Background: an optimization exercise with open tools, aiming at small area. Do not read the settings as production practice. RTL that was checked went through simulation tests only; none was proved equivalent to the original.

Design aes_bp_graph_coloring, start of the top module:
module aes_bp_graph_coloring (
  input           clk,
  input  [7:0] share0_in,
  input  [7:0] share1_in,
  input  [51:0] rand_bit_share0,
  input  [51:0] rand_bit_share1,
  output [7:0] o_share0,
  output [7:0] o_share1
);
  reg ra9_d1;
  reg ra10_d1;
  reg ra10_d2;
  reg ra11_d1;
  reg ra11_d2;
  reg ra12_d1;
  reg ra12_d2;
  reg ra13_d1;
  reg ra13_d2;
  reg ra14_d1;
  reg ra14_d2;
  reg ra14_d3;
  reg ra15_d1;
  reg ra15_d2;
  reg ra15_d3;
  reg ra16_d1;
  reg ra16_d2;
  reg ra16_d3;
  reg ra17_d1;
  reg ra17_d2;
  reg ra17_d3;
  reg ra18_d1;
  reg ra18_d2;
  reg ra18_d3;
  reg ra19_d1;
  reg ra19_d2;
  reg ra19_d3;
  reg ra20_d1;
  reg ra20_d2;
  reg ra20_d3;
  reg ra21_d1;
  reg ra21_d2;
  reg ra21_d3;
  reg ra22_d1;
  reg ra22_d2;
  reg ra22_d3;
  reg ra23_d1;
  reg ra23_d2;
  reg ra23_d3;
  reg ra24_d1;
  reg ra24_d2;
  reg ra24_d3;
  reg ra25_d1;
  reg ra25_d2;
  reg ra25_d3;
  wire c0_9;
  reg c9_d1;
  wire c0_14;
  reg c14_d1;
  wire c0_17;
  reg c17_d1;
  wire c0_10;
  reg c10_d1;
  reg c10_d2;
  wire c0_11;
  reg c11_d1;
  reg c11_d2;
  wire c0_12;
  reg c12_d1;
  reg c12_d2;
  wire c0_13;
  reg c13_d1;
  reg c13_d2;
  wire c0_0;
  wire c0_1;
  wire c0_2;
  wire c0_3;
  wire c0_4;
  wire c0_5;
  wire c0_6;
  wire c0_7;
  wire c0_8;
  wire rr1_x0;
  wire rr1_x1;
  wire rr1_x2;
  wire rr1_x3;
  wire rr1_x4;
  wire rr1_x5;
  wire rr1_x6;
  wire rr1_x7;
  wire rr1_x8;
  wire rr1_x9;
  wire c0_15;
  wire c0_16;
  wire c0_18;
  wire c0_19;
  wire c0_20;
  wire c0_21;
  wire c0_22;
  wire c0_23;
  wire c0_24;
  wire c0_25;
  wire rc_x0;
  wire rc_x1;
  wire rc_x2;
  wire rc_x3;
  wire rc_x4;
  wire rc_x5;
  wire rc_x6;
  wire rc_x7;
  wire rc_x8;
  wire rc_x9;
  wire rc_x10;
  wire rc_x11;
  wire rc_x12;
  wire rc_x13;
  wire rc_x14;
  wire rc_x15;
  wire rc_x16;
  wire rc_x17;
  wire rc_x18;
  wire rc_x19;
  wire rc_x20;
  reg rc0_d1;
  reg rc0_d2;
  reg rc0_d3;
  reg rc1_d1;
  reg rc1_d2;
  reg rc1_d3;
  reg rc2_d1;
  reg rc2_d2;
  reg rc2_d3;
  reg rc3_d1;
  reg rc3_d2;
  reg rc3_d3;
  reg rc4_d1;
  reg rc4_d2;
  reg rc4_d3;
  reg rc5_d1;
  reg rc5_d2;
  reg rc5_d3;
  reg rc6_d1;
  reg rc6_d2;
  reg rc6_d3;
  wire r4_x0;
  wire r4_x1;
  wire a0d0_x0;
  wire a0d0_x1;
  wire a0d0_x2;
  ...
For scale: roughly 12000 um^2 of cells after synthesis.
clock: 5.0 ns
lec_check: 0
cap_margin: 20
core_margin: 2
core_utilization: 40
cts_buf_list: sky130_fd_sc_hd__clkbuf_4
cts_cluster_size: 12
slew_margin: 20
run.sh (not shown) runs the stock make flow with config.mk's settings and CLKGATE_MAP_FILE= SYNTH_SCRIPT=/design/flow/synth_recipe.tcl, a recipe that flattens the netlist after the stock synthesis.
The first run completed without violations.
==> next run, changes <==
- ABC_CLOCK_PERIOD_IN_PS: default -> 20000
- CTS_BUF_LIST: sky130_fd_sc_hd__clkbuf_4 -> default
- CTS_CLUSTER_SIZE: 12 -> default
After rerunning: Via count went down by 2.8%. Design area barely changes. Wire length goes down by 0.34%. Worst setup slack gains 0.22 ns. Maximum frequency went up by 5.0%. Die area is unchanged. Global-route usage decreases by 0.21 points. Hold slack gets better by 0.029 ns.
==> next run, changes <==
- ABC_CLOCK_PERIOD_IN_PS: 20000 -> default
- CTS_BUF_LIST: default -> sky130_fd_sc_hd__clkbuf_8
- CTS_CLUSTER_SIZE: default -> 24
Outcome:
- The changed run went through all stages and came out clean
- cell area shrinks by 0.43%
- global-route usage grows by 0.16 points
No functional check of the RTL was part of any run of this note.


== build 55 ==
Starting RTL as in the previous note.
clock: 5.0 ns
lec_check: 0
cap_margin: 20
core_margin: 2
core_utilization: 40
slew_margin: 20
Input changes introduced in build 71 (baseline for comparison: build 55):
# build 55
export LEC_CHECK = 0
export CAP_MARGIN = 20
export CORE_MARGIN = 2
export CORE_UTILIZATION = 40
export SLEW_MARGIN = 20
create_clock -name core_clock -period 5.0 [get_ports {clk}]
# build 71
export LEC_CHECK = 0
export ABC_AREA = 1
export CAP_MARGIN = 20
export CORE_MARGIN = 2
export CORE_UTILIZATION = 40
export SLEW_MARGIN = 20
create_clock -name core_clock -period 5.0 [get_ports {clk}]
==> summary.txt <==
Sort build 55 and build 71 by number of tapcells, ascending, and build 55 comes first.
Build 71 vs. build 55: die area now larger, final period utilization dropped 10 points, detailed-router iteration count before antenna repair saw an increase.
Build 71 has via count above what build 55 had.
Relative to build 55, the area after detailed placement of build 71 is higher by 900 sq um.
Compared to build 55, build 71 has total non-filler cell area in the finished layout 950 sq um higher.
Reported for build 55 and build 71, hold violation count in the final report turned out identical to the last digit.
### build 71 -> build 8
# build 71
export LEC_CHECK = 0
export ABC_AREA = 1
export CAP_MARGIN = 20
export CORE_MARGIN = 2
export CORE_UTILIZATION = 40
export SLEW_MARGIN = 20
create_clock -name core_clock -period 5.0 [get_ports {clk}]
# build 8
export LEC_CHECK = 0
export ABC_AREA = 1
export ABC_CLOCK_PERIOD_IN_PS = 20000
export CAP_MARGIN = 20
export CORE_MARGIN = 2
export CORE_UTILIZATION = 40
export SLEW_MARGIN = 20
create_clock -name core_clock -period 5.0 [get_ports {clk}]
--- outcome ---
Re overall global routing resource usage: no difference whatsoever between build 8 and build 71.
The number of placement rows of build 8 and that of build 71 are within noise of each other.
As far as count of hold buffers inserted by post-cts repair goes, build 71 and build 8 are indistinguishable; the numbers are identical.
The worst stage delay on the critical path on build 71 is in line with that on build 8.
Function was not checked in any run of this note: the RTL went through the layout flow alone.


aes_bp_graph_coloring, a different RTL version from the one above (not shown whole).
Size in the first run: ~260 flip-flops, about 140 I/O pins.
clock: 5.0 ns
lec_check: 0
cap_margin: 20
core_margin: 2
core_utilization: 40
slew_margin: 20
synth_hierarchical: 1
standard.sh (not shown) runs the stock make flow with config.mk's settings and CLKGATE_MAP_FILE= SYNTH_SCRIPT=/design/flow/synth_recipe.tcl, a recipe that flattens the netlist after the stock synthesis.
==> flow/flow/run.sh <==
#!/bin/bash
set -euo pipefail
bash standard.sh "BUFFER_PORTS_ARGS=-buffer_cell sky130_fd_sc_hd__buf_1" "CTS_ARGS=-sink_clustering_enable -repair_clock_nets -dont_use_dummy_load -buf_list sky130_fd_sc_hd__clkbuf_4 -sink_clustering_size 10 -sink_clustering_max_diameter 50" finish > standard_flow.log 2>&1
==> next run, changes <==
==> flow/flow/run.sh (replaced) <==
#!/bin/bash
set -euo pipefail
bash standard.sh "BUFFER_PORTS_ARGS=-buffer_cell sky130_fd_sc_hd__buf_1" "CTS_ARGS=-sink_clustering_enable -repair_clock_nets -dont_use_dummy_load -buf_list sky130_fd_sc_hd__clkbuf_4 -sink_clustering_size 8 -sink_clustering_max_diameter 40" finish > standard_flow.log 2>&1
=>
- The new run produced a clean layout
- cell count increases by about 0.8%
- routed wire length increases by about 0.5%
- die area does not change
- via count increases by about 1.3%
- cell area increases by about 0.7%
- area after synthesis is unchanged
==> next run, changes <==
==> flow/flow/run.sh (replaced) <==
#!/bin/bash
set -euo pipefail
bash standard.sh "BUFFER_PORTS_ARGS=-buffer_cell sky130_fd_sc_hd__buf_1" "CTS_ARGS=-sink_clustering_enable -repair_clock_nets -dont_use_dummy_load" finish > standard_flow.log 2>&1
Cell count fell slightly.
Critical path depth stays the same.
Final area goes up by a few percent.
Non-clock buffer count is unchanged.
First-iteration DRC count decreases by roughly a tenth.
Wire length decreases slightly.
Worst setup slack improved by 0.092 ns.
Via count is lower slightly.
Synthesized area stays the same.

[afterwards: timing with drivers on the ports]
No port has a modelled driver above. Below, the same layouts with a new extraction and two added sets of constraints.
Step 1: set_driving_cell puts a clkbuf_16 on clk and a buf_2 on each other input, an assumption about the parent block.
Step 2 adds t to the input delays and takes it off the output delays; t is the mean of the earliest and latest rising clock arrival at the registers after step 1. Input paths then give back, and output paths get back, about the clock's delay inside the block.
a / b / c = ideal / step 1 / step 2; a / b = the first two.
run	shift t [ns]	setup WS [ns]	worst setup path at the end	worst register clock-pin slew, ns	worst slew at a driven data input, ns
the first run of note 1	0.738	0.463 / 0.419 / 1.044	input to register	0.07 / 0.07	0.04
the second run of note 1	0.558	0.679 / 0.628 / 1.061	input to register	0.07 / 0.07	0.04
the third run of note 1	0.570	0.649 / 0.603 / 1.079	input to register	0.07 / 0.07	0.04
build 55	0.558	0.679 / 0.628 / 1.061	input to register	0.07 / 0.07	0.04
build 71	0.582	1.178 / 1.124 / 1.706	register to output	0.06 / 0.06	0.04
build 8	0.582	1.178 / 1.124 / 1.706	register to output	0.06 / 0.06	0.04
the first run of note 3	0.665	0.994 / 0.954 / 1.065	input to register	0.12 / 0.12	0.04
the second run of note 3	0.631	1.085 / 1.045 / 1.064	input to register	0.09 / 0.09	0.04
the third run of note 3	0.541	1.176 / 1.133 / 1.060	input to register	0.06 / 0.06	0.04
After both steps every run listed still meets setup and hold. The setup slack of the third run of note 3, which loses most, moves by -0.043 ns with the drivers and by -0.116 ns with both steps.
